From an optimization exercise on the open Yosys and OpenROAD flow, aimed at small area; shortcuts taken in it are not production practice. The RTL was checked by simulation tests, not by an equivalence proof against the original design. Power figures rest on the tool's default switching activity, not on a simulated workload.

--- flow/config.mk ---
export PLATFORM = sky130hd
export DESIGN_NAME = top
export DESIGN_NICKNAME = top
export VERILOG_FILES = /design/flow/design.v
export SDC_FILE = /design/flow/constraint.sdc
export NUM_CORES = 4
export LEC_CHECK = 0
export CAP_MARGIN = 20
export CORE_MARGIN = 2
export CORE_UTILIZATION = 40
export PLACE_DENSITY = 0.6
export SLEW_MARGIN = 20
--- flow/design.v ---
module debouncer(
    input clock, reset, noisy,
    output reg clean
);
    reg [6:0] count;
    reg new_input;
    wire change = noisy ^ new_input;
    wire done   = count[6] & count[5] & count[4] & count[2] & count[0];
    always @(posedge clock) begin
        new_input <= noisy;
        if (reset | change)
            count <= 7'd75;
        else
            count <= {count[5:0], count[6] ^ count[0]};
        if (reset | (~change & done))
            clean <= noisy;
    end
endmodule
module display(
    input clock,
    input reset,
    input [2:0] ea,
    input [1:0] arm_ea,
    input [1:0] tsp,
    input [3:0] tv,
    input [1:0] timer_ea,
    input [3:0] tseg,
    output reg [7:0] dec_cat,
    output reg [7:0] an
    );
    reg [2:0] selected;
    reg [3:0] counter;
    wire tick = &counter;
    always @(posedge clock, posedge reset) begin
        if (reset) begin
            selected <= 3'd0;
            counter  <= 4'd4;
        end else begin
            if (tick) begin
                selected <= selected + 3'd1;
                counter  <= 4'd5;
            end else
                counter  <= counter + 4'd1;
        end
    end
    reg [3:0] nib;
    always @* begin
        case (selected)
            3'd0:    nib = {1'b0, ea};
            3'd1:    nib = {2'b00, arm_ea};
            3'd3:    nib = {2'b00, tsp};
            3'd4:    nib = tv;
            3'd6:    nib = {2'b00, timer_ea};
            3'd7:    nib = tseg;
            default: nib = 4'd0;
        endcase
    end
    reg [6:0] seg;
    always @* begin
        case (nib)
            4'd0:  seg = 7'b1000000;
            4'd1:  seg = 7'b1111001;
            4'd2:  seg = 7'b0100100;
            4'd3:  seg = 7'b0110000;
            4'd4:  seg = 7'b0011001;
            4'd5:  seg = 7'b0010010;
            4'd6:  seg = 7'b0000010;
            4'd7:  seg = 7'b1111000;
            4'd8:  seg = 7'b0000000;
            4'd9:  seg = 7'b0010000;
            4'd10: seg = 7'b0001000;
            4'd11: seg = 7'b0000011;
            4'd12: seg = 7'b1000110;
            4'd13: seg = 7'b0100001;
            4'd14: seg = 7'b0000110;
            default: seg = 7'b0001110;
        endcase
    end
    always @* begin
        dec_cat = {seg, 1'b1};
        an = 8'hff;
        case (selected)
            3'd0: an[7] = 1'b0;
            3'd1: an[6] = 1'b0;
            3'd3: an[4] = 1'b0;
            3'd4: an[3] = 1'b0;
            3'd6: an[1] = 1'b0;
            3'd7: an[0] = 1'b0;
            default: ;
        endcase
    end
endmodule
module fuel_pump(
    input clock, reset, ignition, switch, pedal,
    output reg status
);
always @(posedge clock, posedge reset)
    if (reset)
        status <= 1'b0;
    else
        status <= ignition & (status | (switch & pedal));
endmodule
module siren_generator(
    input enable_siren, half_hz_enable,
    output[2:0] siren
);
assign siren = {enable_siren & ~half_hz_enable, 1'b0, enable_siren & half_hz_enable};
endmodule
module time_parameters(
    input clock,
    input reset,
    input [1:0]  time_param_sel,
    input [3:0]  time_value,
    input        reprogram,
    input [1:0]  interval,
    output reg [3:0] value
);
reg [3:0] T_ARM_DELAY, T_DRIVER_DELAY, T_PASSENGER_DELAY, T_ALARM_ON;
always @(posedge clock, posedge reset) begin
    if (reset) begin
        T_ARM_DELAY       <= 4'b0110;
        T_DRIVER_DELAY    <= 4'b1000;
        T_PASSENGER_DELAY <= 4'b1111;
        T_ALARM_ON        <= 4'b1010;
    end else if (reprogram) begin
        case (time_param_sel)
            2'b00: T_ARM_DELAY       <= time_value;
            2'b01: T_DRIVER_DELAY    <= time_value;
            2'b10: T_PASSENGER_DELAY <= time_value;
            default: T_ALARM_ON      <= time_value;
        endcase
    end
end
always @* begin
    case (interval)
        2'b00: value = T_ARM_DELAY;
        2'b01: value = T_DRIVER_DELAY;
        2'b10: value = T_PASSENGER_DELAY;
        default: value = T_ALARM_ON;
    endcase
end
endmodule
module timer(
    input clock, reset, start_timer,
    input [3:0] value,
    output expired, one_hz_enable, half_hz_enable,
    output [3:0] value_display,
    output [1:0] EA_DISPLAY
);
localparam IDLE = 0;
localparam LOAD = 1;
localparam OPERATE = 2;
localparam DONE = 3;
localparam [13:0] START = 14'd13323;
reg [1:0] EA, PE;
reg [13:0] t, hz_counter;
reg [3:0] t_seg;
reg ohze, hhze;
wire t_end  = ~|{t[13:10], t[8], t[6], t[4], t[2:0]};
wire hz_end = ~|{hz_counter[13:10], hz_counter[8], hz_counter[6], hz_counter[4], hz_counter[2:0]};
wire hz_mid = &{hz_counter[13], hz_counter[11], hz_counter[2:0]} &
              ~|{hz_counter[12], hz_counter[9], hz_counter[7], hz_counter[6], hz_counter[3]};
always @(posedge clock, posedge reset)
    if (reset) EA <= IDLE;
    else       EA <= PE;
always @* begin
    case (EA)
    IDLE:    PE = start_timer ? LOAD : IDLE;
    LOAD:    PE = OPERATE;
    OPERATE: PE = start_timer ? LOAD : (t_seg == 4'd0) ? DONE : OPERATE;
    default: PE = IDLE;
    endcase
end
always @(posedge clock) begin
    if (EA == OPERATE && !t_end)
        t <= {t[12:0], t[13] ^ t[12]};
    else
        t <= START;
    case (EA)
    LOAD:    t_seg <= value;
    OPERATE: if (t_end) t_seg <= t_seg - 4'd1;
    default: t_seg <= 4'd0;
    endcase
end
always @(posedge clock) begin
    if (reset | hz_end)
        hz_counter <= START;
    else
        hz_counter <= {hz_counter[12:0], hz_counter[13] ^ hz_counter[12]};
    if (reset)
        ohze <= 1'b0;
    else if (hz_end)
        ohze <= ~ohze;
    if (reset | hz_end)
        hhze <= 1'b0;
    else if (hz_mid)
        hhze <= 1'b1;
end
assign expired = (EA == DONE);
assign one_hz_enable = ohze;
assign half_hz_enable = hhze;
assign value_display = t_seg;
assign EA_DISPLAY = EA;
endmodule
module fsm(
    input clock, reset, ignition, door_driver, door_pass, one_hz_enable, expired, reprogram,
    output start_timer, status, enable_siren, 
    output[1:0] interval, ARM_EA_DISPLAY,
    output[2:0] EA_DISPLAY
);
localparam SET = 0;
localparam OFF = 1;
localparam TRIGGER = 2;
localparam ON = 3;
localparam STOP_ALARM = 4;
localparam WAIT_IGNITION_OFF = 0;
localparam WAIT_DOOR_OPEN = 1;
localparam WAIT_DOOR_CLOSE = 2;
localparam START_ARM_DELAY = 3;
reg[2:0] EA, PE;
reg[1:0] ARM_EA, ARM_PE, time_sel;
wire arm;
always @(posedge clock, posedge reset)
begin
    if(reset) begin
        EA <= SET;
    end else begin
        EA <= PE;
    end
end
always @*
begin
    if(reprogram) begin 
        PE <= SET;
    end else begin 
    if(ignition)  PE <= OFF;
    else begin
        case(EA)
            SET:
            begin
                if(door_driver || door_pass)    PE <= TRIGGER;
                else        PE <= SET;
            end
            OFF:
            begin
                if(expired && arm)  PE <= SET;
                else PE <= OFF;
            end
            TRIGGER:
            begin
                if(expired)     PE <= ON;
                else            PE <= TRIGGER;
            end
            ON:
            begin
                if(!door_driver && !door_pass)     PE <= STOP_ALARM;
                else    PE <= ON;
            end
            STOP_ALARM:
            begin
                if(expired)     PE <= SET;
                else if(door_driver || door_pass)   PE <= ON;
                else    PE <= STOP_ALARM;
            end
            default: PE <= SET;
        endcase
        end
    end
end
always @(posedge clock, posedge reset)
begin
    if(reset) begin
        ARM_EA <= WAIT_IGNITION_OFF;
    end else begin
        ARM_EA <= ARM_PE;
    end
end
always @*
begin
    case(ARM_EA)
        WAIT_IGNITION_OFF:
        begin
            if(!ignition)     ARM_PE <= WAIT_DOOR_OPEN;
            else        ARM_PE <= WAIT_IGNITION_OFF;
        end 
        WAIT_DOOR_OPEN:
        begin
            if(ignition) ARM_PE <= WAIT_IGNITION_OFF;
            else if(door_driver)       ARM_PE <= WAIT_DOOR_CLOSE;
            else        ARM_PE <= WAIT_DOOR_OPEN;
        end
        WAIT_DOOR_CLOSE:
        begin
            if(ignition)      ARM_PE <= WAIT_IGNITION_OFF;
            else if(!door_driver && !door_pass)      ARM_PE <= START_ARM_DELAY;
            else        ARM_PE <= WAIT_DOOR_CLOSE;
        end 
        START_ARM_DELAY:
        begin
            if(ignition)      ARM_PE <= WAIT_IGNITION_OFF;
            else if(door_driver || door_pass)   ARM_PE <= WAIT_DOOR_CLOSE;
            else        ARM_PE <= START_ARM_DELAY;
        end 
        default: ARM_PE <= WAIT_IGNITION_OFF;
    endcase
end
always @(posedge clock, posedge reset)
begin
    if(reset) begin
        time_sel <= 1;
    end else begin
        case(EA)
            SET:
            begin
                if(door_pass) time_sel <= 2;
                else time_sel <= 1;
            end
            OFF:   time_sel <= 0;
            TRIGGER:   time_sel <= 3;
        endcase
    end
end
assign start_timer = (EA == TRIGGER && expired)        || 
                     (EA == OFF && ARM_EA == WAIT_DOOR_CLOSE && ARM_PE == START_ARM_DELAY)  ||
                     (EA == SET && PE == TRIGGER)     ||
                     (EA == ON && PE == STOP_ALARM);
assign arm = (ARM_EA == START_ARM_DELAY);
assign status = ((EA == SET && (one_hz_enable)) || (EA == TRIGGER) || (EA == ON) || EA == (STOP_ALARM));
assign enable_siren = (EA == ON || EA == STOP_ALARM);
assign interval = time_sel;
assign EA_DISPLAY = EA;
assign ARM_EA_DISPLAY = ARM_EA;
endmodule
module top(
    input clock, reset, ignition, door_driver, door_pass, hidden_sw, pedal, reprogram,
    input[1:0] time_select_param,
    input[3:0] time_value,
    output status, fuel_pump_status,
    output[2:0] siren,
    output[7:0] an, dec_cat
);
wire[2:0] EA;
wire c_ignition, c_door_driver, c_door_pass, c_hidden_sw, c_pedal, c_reprogram;
wire[1:0] tsp;
wire[3:0] tv;
wire[1:0] ARM_EA, TIMER_EA, interval;
wire one_hz_enable, half_hz_enable, expired, start_timer, enable_siren;
wire[3:0] value, value_display;
debouncer DEB_IG(clock, reset, ignition, c_ignition);
debouncer DEB_DOOR_DRIVER(clock, reset, door_driver, c_door_driver);
debouncer DEB_DOOR_PASS(clock, reset, door_pass, c_door_pass);
debouncer DEB_HIDDEN_SW(clock, reset, hidden_sw, c_hidden_sw);
debouncer DEB_PEDAL(clock, reset, pedal, c_pedal);
debouncer DEB_REPROGRAM(clock, reset, reprogram, c_reprogram);
debouncer DEB_TIME_SELECT_PARAM_1(clock, reset, time_select_param[1], tsp[1]);
debouncer DEB_TIME_SELECT_PARAM_0(clock, reset, time_select_param[0], tsp[0]);
debouncer DEB_TIME_VALUE_3(clock, reset, time_value[3], tv[3]);
debouncer DEB_TIME_VALUE_2(clock, reset, time_value[2], tv[2]);
debouncer DEB_TIME_VALUE_1(clock, reset, time_value[1], tv[1]);
debouncer DEB_TIME_VALUE_0(clock, reset, time_value[0], tv[0]);
fuel_pump FUEL_PUMP_DRIVER(clock, reset, c_ignition, c_hidden_sw, c_pedal, fuel_pump_status);
siren_generator SIREN_GENERATOR_DRIVER(enable_siren, half_hz_enable, siren);
time_parameters TIME_CONTROL_DRIVER(clock, reset, tsp, tv, c_reprogram, interval, value);
timer TIMER_DRIVER(clock, reset, start_timer, value, expired, one_hz_enable, half_hz_enable,
                   value_display, TIMER_EA);
display DISPLAY_DRIVER(
    .clock(clock), .reset(reset),
    .ea(EA), .arm_ea(ARM_EA), .tsp(tsp), .tv(tv), .timer_ea(TIMER_EA), .tseg(value_display),
    .an(an), .dec_cat(dec_cat)
);
fsm FSM_DRIVER(
    .clock(clock),
    .reset(reset),
    .ignition(c_ignition),
    .door_driver(c_door_driver),
    .door_pass(c_door_pass),
    .one_hz_enable(one_hz_enable),
    .expired(expired),
    .reprogram(c_reprogram),
    .start_timer(start_timer),
    .status(status),
    .enable_siren(enable_siren),
    .interval(interval),
    .ARM_EA_DISPLAY(ARM_EA),
    .EA_DISPLAY(EA)
);
endmodule
--- flow/constraint.sdc ---
create_clock -name core_clock -period 10.0 [get_ports {clock}]
set_input_delay 2.0000 -clock core_clock [delete_from_list [all_inputs] [get_ports {clock}]]
set_output_delay 2.0000 -clock core_clock [all_outputs]
set_load 0.01 [all_outputs]
--- flow/run.sh ---
#!/bin/bash
# synth_recipe.tcl (not shown) runs the flow's synth.tcl, then flattens the netlist and writes it again
# the make line also repeats each setting of config.mk as NAME=value (left out here)
make -C /OpenROAD-flow-scripts/flow DESIGN_CONFIG=/design/flow/config.mk WORK_HOME=/design/flow/orfs CLKGATE_MAP_FILE= SYNTH_SCRIPT=/design/flow/synth_recipe.tcl finish
==> run summary <==
## power groups by stage
stage               clock network [mW]  registers (mW)  logic [mW]
finish                           0.626           0.842       0.193
CTS                              0.640           0.842       0.194
floorplan                            0           0.840       0.152
detailed placement                   0           0.856       0.193
global route                     0.674           0.853       0.217
global placement                     0           0.855       0.187
## worst paths after layout
path	start	end	slack, ns	depth (start not counted)
max in group asynchronous	reset	TIME_CONTROL_DRIVER.T_DRIVER_DELAY[2]$_DFFE_PP0P_	6.80	4
worst max register to register	TIMER_DRIVER.EA[0]$_DFF_PP0_	TIMER_DRIVER.t_seg[3]$_DFFE_PN_	7.76	5
worst min-delay path	TIMER_DRIVER.t[9]$_SDFF_PN0_	TIMER_DRIVER.t[10]$_SDFF_PN1_	0.42	1
worst min register to register	TIMER_DRIVER.t[9]$_SDFF_PN0_	TIMER_DRIVER.t[10]$_SDFF_PN1_	0.42	1
min in group asynchronous	reset	FUEL_PUMP_DRIVER.status$_DFF_PP0_	2.68	4
worst max-delay path	DISPLAY_DRIVER.selected[0]$_DFFE_PP0P_	dec_cat[4]	4.32	12
## layout make-up
class / count / area [µm²] / share of cell area
sequential: 175 / 3840 / 0.499
clock buffer: 20 / 468 / 0.0608
clock inverter: 12 / 98.8 / 0.0128
multi-input combinational: 376 / 2630 / 0.341
tap: 220 / 275 / 0.0358
timing repair buffer: 32 / 315 / 0.0410
inverter: 19 / 71.3 / 0.00927
## per-layer routing
layer / up-vias / GRT usage / wire (µm)
li1: 2127 / - / -
met1: 2036 / 0.185 / 5730
met2: 57 / 0.227 / 5410
met3: 14 / 0.0379 / 409
met4: 0 / 0.0621 / 163
met5: - / 0 / 0
## through the flow
stage,worst slack [ns],instances
finish,4.32,854
floorplan,5.67,593
detailed placement,4.78,822
global route,4.04,854
global placement,4.90,822
CTS,4.32,854
## cells in the final DEF, fill, tap and decap left out, types with 3 or more instances in the layout
master                            instances
sky130_fd_sc_hd__and2_1                  11
sky130_fd_sc_hd__inv_6                    4
sky130_fd_sc_hd__a22oi_1                  6
sky130_fd_sc_hd__a21oi_1                 12
sky130_fd_sc_hd__nand2_1                 17
sky130_fd_sc_hd__o21ai_0                 20
sky130_fd_sc_hd__nand4_1                  3
sky130_fd_sc_hd__or2_2                    3
sky130_fd_sc_hd__xnor2_1                 25
sky130_fd_sc_hd__clkinv_4                 4
sky130_fd_sc_hd__dfxtp_1                126
sky130_fd_sc_hd__mux2i_1                  4
sky130_fd_sc_hd__nor4_1                   4
sky130_fd_sc_hd__a31oi_1                  4
sky130_fd_sc_hd__nand2b_1                10
sky130_fd_sc_hd__dfstp_2                 11
sky130_fd_sc_hd__clkdlybuf4s50_1         30
sky130_fd_sc_hd__nand3_1                 43
sky130_fd_sc_hd__and3_1                  41
sky130_fd_sc_hd__dfrtp_1                 22
sky130_fd_sc_hd__conb_1                   4
sky130_fd_sc_hd__or3_1                   36
sky130_fd_sc_hd__mux4_2                   4
sky130_fd_sc_hd__nor2b_1                  9
sky130_fd_sc_hd__mux2_2                  17
sky130_fd_sc_hd__a21o_1                   3
sky130_fd_sc_hd__o22ai_1                  5
sky130_fd_sc_hd__clkbuf_16               18
sky130_fd_sc_hd__nor3_1                   3
sky130_fd_sc_hd__inv_1                   18
sky130_fd_sc_hd__xor2_1                  15
sky130_fd_sc_hd__ha_1                    20
sky130_fd_sc_hd__nor2_1                  30
sky130_fd_sc_hd__edfxtp_1                16
## cell families after synthesis
kind of cell,Yosys count
fa+ha+maj,20
buf+inv,42
flops,175
simple gates,216
other cells,2
compound gates,70
xor+xnor,40
mux,26
## critical path: stages, from the launching register on
cell and delay (ns):
sky130_fd_sc_hd__dfrtp_1 0.44, sky130_fd_sc_hd__inv_1 0.11, sky130_fd_sc_hd__ha_1 0.43, sky130_fd_sc_hd__nor2_1 0.14, sky130_fd_sc_hd__o21ai_0 0.41, sky130_fd_sc_hd__a21o_1 0.28, sky130_fd_sc_hd__inv_1 0.11, sky130_fd_sc_hd__ha_1 0.29
sky130_fd_sc_hd__and2_1 0.15, sky130_fd_sc_hd__nor2_1 0.10, sky130_fd_sc_hd__o22ai_1 0.08, sky130_fd_sc_hd__a21oi_1 0.15, sky130_fd_sc_hd__clkdlybuf4s50_1 0.55
==> impl_metrics.toml <==
[clock_network]
maximum_clock_path_buffer_count = 2
cts.repair.resized = 0
cts_setup_buffers = 0
clkSlewWorstSetupHoldPaths_ns = 0.07
worst_skew_pair.late_latency_ns = 0.42
tritoncts.num_buffers = 17
clock_sink_count = 175
cts_hold_buf = 0
clock_tree_from_tritoncts = "yes"
clk_root_buffer_cell = "sky130_fd_sc_hd__clkbuf_16"
cts.htree.levels = 4

[floorplanning]
num_io_pins = 35
rows = 47
placeableCoreArea_mm2 = 0.0164
initial_core_util = 0.406
die_h_um = 133
die_w_um = 133
fp.dieArea_mm2 = 0.0177

[sta]
clock_skew_ns = 0.00640
layout_worst_path_cycle_share = 0.568
finalHoldWorstSlack_ns = 0.421
final.min_clock_period_ns = 5.68
fin_max_slew_vios = 0
max-slew-margin-rel = 0.439
tightestPinTransition_ns = 0.831
maxClockFrequency_mhz = 176
setup_viol_count_final = 0
grt_setup_unrepaired = "no"
setup_total_negative_slack_ns = 0
hold_violations_final = 0

[run]
drv.max_cap_violation_count = 0

[cells_and_area]
final_core_utilization = 0.469
finished_cell_area_mm2 = 0.00770
growth_of_design_area_from_synthesis_to_finish_pct = 15.7
antenna_cells_inserted = 0
drive_above_1_share = 0.120
final_nets = 655
reg_top3 = "TIMER_DRIVER.hz_counter (14), TIMER_DRIVER.t (14)"
fillerInstances = 1515

[pwr]
highest_ir_drop_seen_on_vdd_uv = 108
switching_share = 0.256
pleak_nw = 3.16
pwr-share-clk = 0.377
pwr_per_cell_area_mw_per_mm2 = 216
cellInternalPower_mw = 1.24
net-switching-power_uw = 425
power.combinational.fraction = 0.116
power.total_mw = 1.66
seq_power_share = 0.507

[synth]
synth_seq_area_share = 0.577
netlist_instances = 591
synthDistinctLibCells = 56
post_synth_mux_area_share = 0.0506
yosys.area_share.xor_xnor = 0.0527
mappedNetlistArea_mm2 = 0.00665
netlist.area_leader.share = 0.379
synth-seq-cells = 175
syn-mean-instance-area_um2 = 11.3
yosys.area.top_type = "sky130_fd_sc_hd__dfxtp_1"
synth_compound_gate_area_share = 0.0730
yosys-top-cells-count = "sky130_fd_sc_hd__dfxtp_1, sky130_fd_sc_hd__nand3_1, sky130_fd_sc_hd__and3_1"
synth_area_in_simple_gates = 0.178
synth_top_cells_by_area = "sky130_fd_sc_hd__dfxtp_1, sky130_fd_sc_hd__dfrtp_1, sky130_fd_sc_hd__edfxtp_1"
yosysWarnings = 6
synth_fa_ha_area_frac = 0.0376
yosys.cell_count.top_type = "sky130_fd_sc_hd__dfxtp_1"
dominant_combinational_cell_family_by_area_after_synthesis = "simple AND/OR/NAND/NOR gates"
most_instantiated_flip_flop_cell_in_the_synthesis_netlist = "sky130_fd_sc_hd__dfxtp_1"
async_flop_share = 0.189
synth_enable_flop_cells = 16

[placement]
hpwlAfterDp_um = 8010
finalWeightedCongestion = 0.835
postPlaceCellArea_mm2 = 0.00713
io_buffer_count = 30

[setup_path]
startpoint_type = "register"
data_arrival_time_of_the_critical_path_ns = 3.68
setup.worst_path.end_class = "primary output"
worst-path-max-fanout = 10
critPathKind = "register to primary output"
cp_data_required_time_ns = 8.00

[drt]
antenna_left = 0
viasPerCell = 4.96
wirelength_um = 11700
drt_first_pass_iters = 5
wl_per_cell_um = 13.7
route.detailed.drc = 0
drtIter0Drc = 205
routed-via-count = 4234

[grt]
grt_first_pass_wirelength_um = 20500
first_global_vias = 4341
track_usage = 0.143
grt.overflow.total = 0
antenna_found_initial = 0
maximum_number_of_pins_on_one_net_before_global_route_repair = 80

[outcome]
outcome = "finished clean"

[worst_hold_path]
hold_path_class = "register to register"

## separate check: timing with driven ports
The flow's constraints put no driver on any port. The routed layout listed below was extracted and timed again, unchanged, in two steps. Step 1, drivers: a clkbuf_16 drives clock and a buf_2 each remaining input, both assumed. Step 2 moves the port delays by t, midway between the first and last clock arrival at a register: inputs arrive t later, outputs are due t later. That takes back most of the time a late clock gives input paths. a / b / c = no drivers / after step 1 / after step 2; a / b = the first two.
t (ns): 0.455
setup slack, ns: 4.323 / 4.286 / 4.741
latest minus earliest clock arrival (ns): 0.008 / 0.008
worst slew at a driven data input, ns: 0.04
After both steps this run still meets setup and hold. For this run, drivers alone change the setup slack by -0.037 ns; drivers and shift together by +0.418 ns.
